This is an optimization exercise on Yosys and OpenROAD, whose aim is small area, not a production implementation.
Function was checked by simulation only, so behaviour that the tests miss may differ from the original.
Power is estimated from default activity; no workload was simulated.

==> flow/design.v (excerpt) <==
module router_top(clock,resetn,pkt_valid,read_enb_0,read_enb_1,read_enb_2,data_in,
                  busy,err,vld_out_0,vld_out_1,vld_out_2,data_out_0,data_out_1,data_out_2);
  input [7:0] data_in;
  input pkt_valid, clock, resetn, read_enb_0, read_enb_1, read_enb_2;
  output [7:0] data_out_0, data_out_1, data_out_2;
  output vld_out_0, vld_out_1, vld_out_2, err, busy;
  wire full_0, full_1, full_2, empty_0, empty_1, empty_2;
  wire soft_reset_0, soft_reset_1, soft_reset_2;
  wire [2:0] write_en;
  wire [7:0] d;
  fifo fifo_0(clock, resetn, soft_reset_0, write_en[0], read_enb_0, d, data_out_0, full_0, empty_0);
  fifo fifo_1(clock, resetn, soft_reset_1, write_en[1], read_enb_1, d, data_out_1, full_1, empty_1);
  fifo fifo_2(clock, resetn, soft_reset_2, write_en[2], read_enb_2, d, data_out_2, full_2, empty_2);
  assign vld_out_0 = !empty_0;
  assign vld_out_1 = !empty_1;
  assign vld_out_2 = !empty_2;
  router_synchronizer timeout_0(clock, resetn, vld_out_0, read_enb_0, soft_reset_0);
  router_synchronizer timeout_1(clock, resetn, vld_out_1, read_enb_1, soft_reset_1);
  router_synchronizer timeout_2(clock, resetn, vld_out_2, read_enb_2, soft_reset_2);
  fsm ctrl(clock, resetn, pkt_valid, data_in, full_0, full_1, full_2, empty_0, empty_1, empty_2,
           soft_reset_0, soft_reset_1, soft_reset_2, busy, err, write_en, d);
endmodule
For scale: ~960 cells after synthesis, about 43 I/O pins, roughly 17000 sq um of cells after synthesis.
export LEC_CHECK = 0
export ABC_AREA = 1
export CAP_MARGIN = 10
export CORE_MARGIN = 2
export CORE_UTILIZATION = 55
export CTS_BUF_LIST = sky130_fd_sc_hd__clkbuf_16
export CTS_CLUSTER_DIAMETER = 80
export CTS_CLUSTER_SIZE = 28
export PLACE_DENSITY = 0.7
export SETUP_SLACK_MARGIN = -2
export SLEW_MARGIN = 10
create_clock -name core_clock -period 5.0 [get_ports {clock}]
standard.sh (not shown) runs the stock make flow with config.mk's settings and CLKGATE_MAP_FILE= SYNTH_SCRIPT=/design/flow/synth_recipe.tcl, a recipe that flattens the netlist after the stock synthesis.
==> flow/flow/run.sh <==
#!/bin/bash
# Own layout flow: the standard synthesis, then the combinational logic
# between the (unchanged) registers is mapped again with a stronger ABC
# script, then the standard layout from the new netlist. Ports are
# buffered with the smallest buffer.
set -euo pipefail
HERE=$(pwd)
R=$HERE/orfs/results/$FLOW_PLATFORM/router_top/base
LIB=$FLOW_HOME/platforms/$FLOW_PLATFORM/lib/sky130_fd_sc_hd__tt_025C_1v80.lib
YOSYS=$(command -v yosys || echo "$FLOW_HOME/../tools/install/yosys/bin/yosys")

bash standard.sh synth > synth.log 2>&1

cp "$R/1_2_yosys.v" "$HERE/std_synth.v"
sed -e "s|@LIB@|$LIB|g" -e "s|@IN@|$HERE/std_synth.v|g" -e "s|@OUT@|$HERE/remapped.v|g" \
    -e "s|@ABC@|$HERE/flow/remap.abc|g" flow/remap.ys.in > remap.ys
"$YOSYS" -s remap.ys > remap.log 2>&1

cp "$HERE/remapped.v" "$R/1_2_yosys.v"
rm -f "$R/1_synth.odb" "$R/1_synth.sdc"

export BUFFER_PORTS_ARGS="-buffer_cell sky130_fd_sc_hd__buf_1"
bash standard.sh finish > layout.log 2>&1
==> flow/flow/remap.abc <==
strash
&get -n
&fraig -x
&put
scorr
dc2
strash
&get -n
&deepsyn -T 60
&dch -f
&nf -R 1000
&put
strash
&get -n
&dch -f
&nf -R 1000
&put
==> flow/flow/remap.ys.in <==
read_liberty -ignore_miss_func @LIB@
read_verilog @IN@
hierarchy -top router_top
setattr -mod -set keep_hierarchy 1 sky130_fd_sc_hd__df* sky130_fd_sc_hd__edf*
flatten
opt_clean
abc -liberty @LIB@ -dont_use sky130_fd_sc_hd__lpflow_* -dont_use sky130_fd_sc_hd__probe* -script @ABC@
read_liberty -overwrite -lib @LIB@
splitnets
opt_clean -purge router_top
hilomap -singleton -hicell sky130_fd_sc_hd__conb_1 HI -locell sky130_fd_sc_hd__conb_1 LO
insbuf -buf sky130_fd_sc_hd__buf_4 A X
opt_clean -purge router_top
check -assert router_top
rename -hide w:*$func$*
stat -liberty @LIB@ router_top
select router_top
write_verilog -noattr -nohex -nodec -selected @OUT@
The first run produced a clean layout.
Then changed:
- CORE_UTILIZATION: 55 -> 65
- CTS_CLUSTER_SIZE: 28 -> 25
- PLACE_DENSITY: 0.7 -> 0.75
- SETUP_SLACK_MARGIN: -2 -> -0.9
Global-route usage rises by 4.3 points.
Design area is about the same.
Setup slack degrades by 0.31 ns.
Wire length rises by 0.36%.
Cell count falls by 4.1%.
Combinational power barely changes.
Fmax falls by 9.6%.
Critical path depth falls by 1.
Area after synthesis stays the same.
Then changed:
- CAP_MARGIN: 10 -> 20
- CORE_UTILIZATION: 65 -> 40
- CTS_BUF_LIST: sky130_fd_sc_hd__clkbuf_16 -> sky130_fd_sc_hd__clkbuf_8
- CTS_CLUSTER_DIAMETER: 80 -> 50
- CTS_CLUSTER_SIZE: 25 -> 14
- PLACE_DENSITY: 0.75 -> default
- SLEW_MARGIN: 10 -> 20
The changed run ran to the end with no violations.
Cell count came out higher by 18%.
Die area came out higher by 61%.
Utilization came out lower by 26 points.
Count of clock-buffer cells in the layout came out higher by 22.
Via count came out lower by 0.64%.
Power came out higher by 5.1%.
Then changed:
- CAP_MARGIN: 20 -> 0
- CORE_UTILIZATION: 40 -> 65
- CTS_BUF_LIST: sky130_fd_sc_hd__clkbuf_8 -> sky130_fd_sc_hd__clkbuf_16
- CTS_CLUSTER_DIAMETER: 50 -> 80
- CTS_CLUSTER_SIZE: 14 -> 25
- GPL_ROUTABILITY_DRIVEN: default -> 1
- PLACE_DENSITY: default -> 0.75
- SLEW_MARGIN: 20 -> 0
Effect: The new run completed with no timing, DRC or antenna violations. Final area fell by 3.2%. Final cell count decreases by 15%. Clock-buffer cell count fell by 22. Die area is lower by 38%. Critical path depth is unchanged.
Then changed:
- CAP_MARGIN: 0 -> 20
- CORE_UTILIZATION: 65 -> 40
- GPL_ROUTABILITY_DRIVEN: 1 -> default
- PLACE_DENSITY: 0.75 -> default
- SLEW_MARGIN: 0 -> 20
Critical path depth does not change.
Wire length climbs by a few percent.
Final cell count climbs by about a fifth.
Count of clock-buffer cells in the layout climbs by 3.
Worst hold slack hardly moves.
Core utilization drops by 26 points.
Total power climbs by a few percent.
Non-clock buffer count drops by 2.
Area after synthesis is unchanged.
Then changed:
--- a/flow/flow/remap.abc
+++ b/flow/flow/remap.abc
@@ -16,2 +16,12 @@
 &nf -R 1000
 &put
+strash
+&get -n
+&dch -f
+&nf -R 1000
+&put
+strash
+&get -n
+&dch -f
+&nf -R 1000
+&put
- CAP_MARGIN: 20 -> 10
- CORE_UTILIZATION: 40 -> 55
- CTS_CLUSTER_SIZE: 25 -> 28
- PLACE_DENSITY: default -> 0.7
- SETUP_SLACK_MARGIN: -0.9 -> -2
- SLEW_MARGIN: 20 -> 10
Result:
- The new run finished clean
- non-clock buffer count fell by 4
- power fell by 3.4%
- setup slack got worse by 0.12 ns
- via count rose by 0.41%
- critical path depth rose by 1
- area after synthesis fell by 0.32%

==> re-timing with driven ports <==
Ports are ideal in the flow. The routed layouts listed here were re-timed in OpenROAD.
Step 1, drivers: a clkbuf_16 drives clock and a buf_2 each remaining input, both assumed.
Step 2 also shifts input and output timing later by t, the mid clock arrival at the registers, as if the neighbouring blocks saw the same clock.
Three values: no drivers, after step 1, after step 2; two values: the first two.
run | shift t [ns] | setup slack, ns | worst setup path after step 2 | latest minus earliest clock arrival (ns) | worst slew at a driven data input, ns
the first run | 0.591 | 2.059 / 2.059 / 2.059 | register to register | 0.017 / 0.017 | 0.05
the second run | 0.591 | 1.745 / 1.745 / 1.745 | register to register | 0.012 / 0.013 | 0.04
the third run | 0.681 | 1.990 / 1.990 / 1.990 | register to register | 0.056 / 0.055 | 0.04
the fourth run | 0.591 | 1.745 / 1.745 / 1.745 | register to register | 0.012 / 0.013 | 0.04
the fifth run | 0.605 | 1.951 / 1.951 / 1.951 | register to register | 0.040 / 0.039 | 0.04
the sixth run | 0.585 | 1.829 / 1.829 / 1.829 | register to register | 0.017 / 0.017 | 0.04
After both steps every run listed still meets setup and hold.
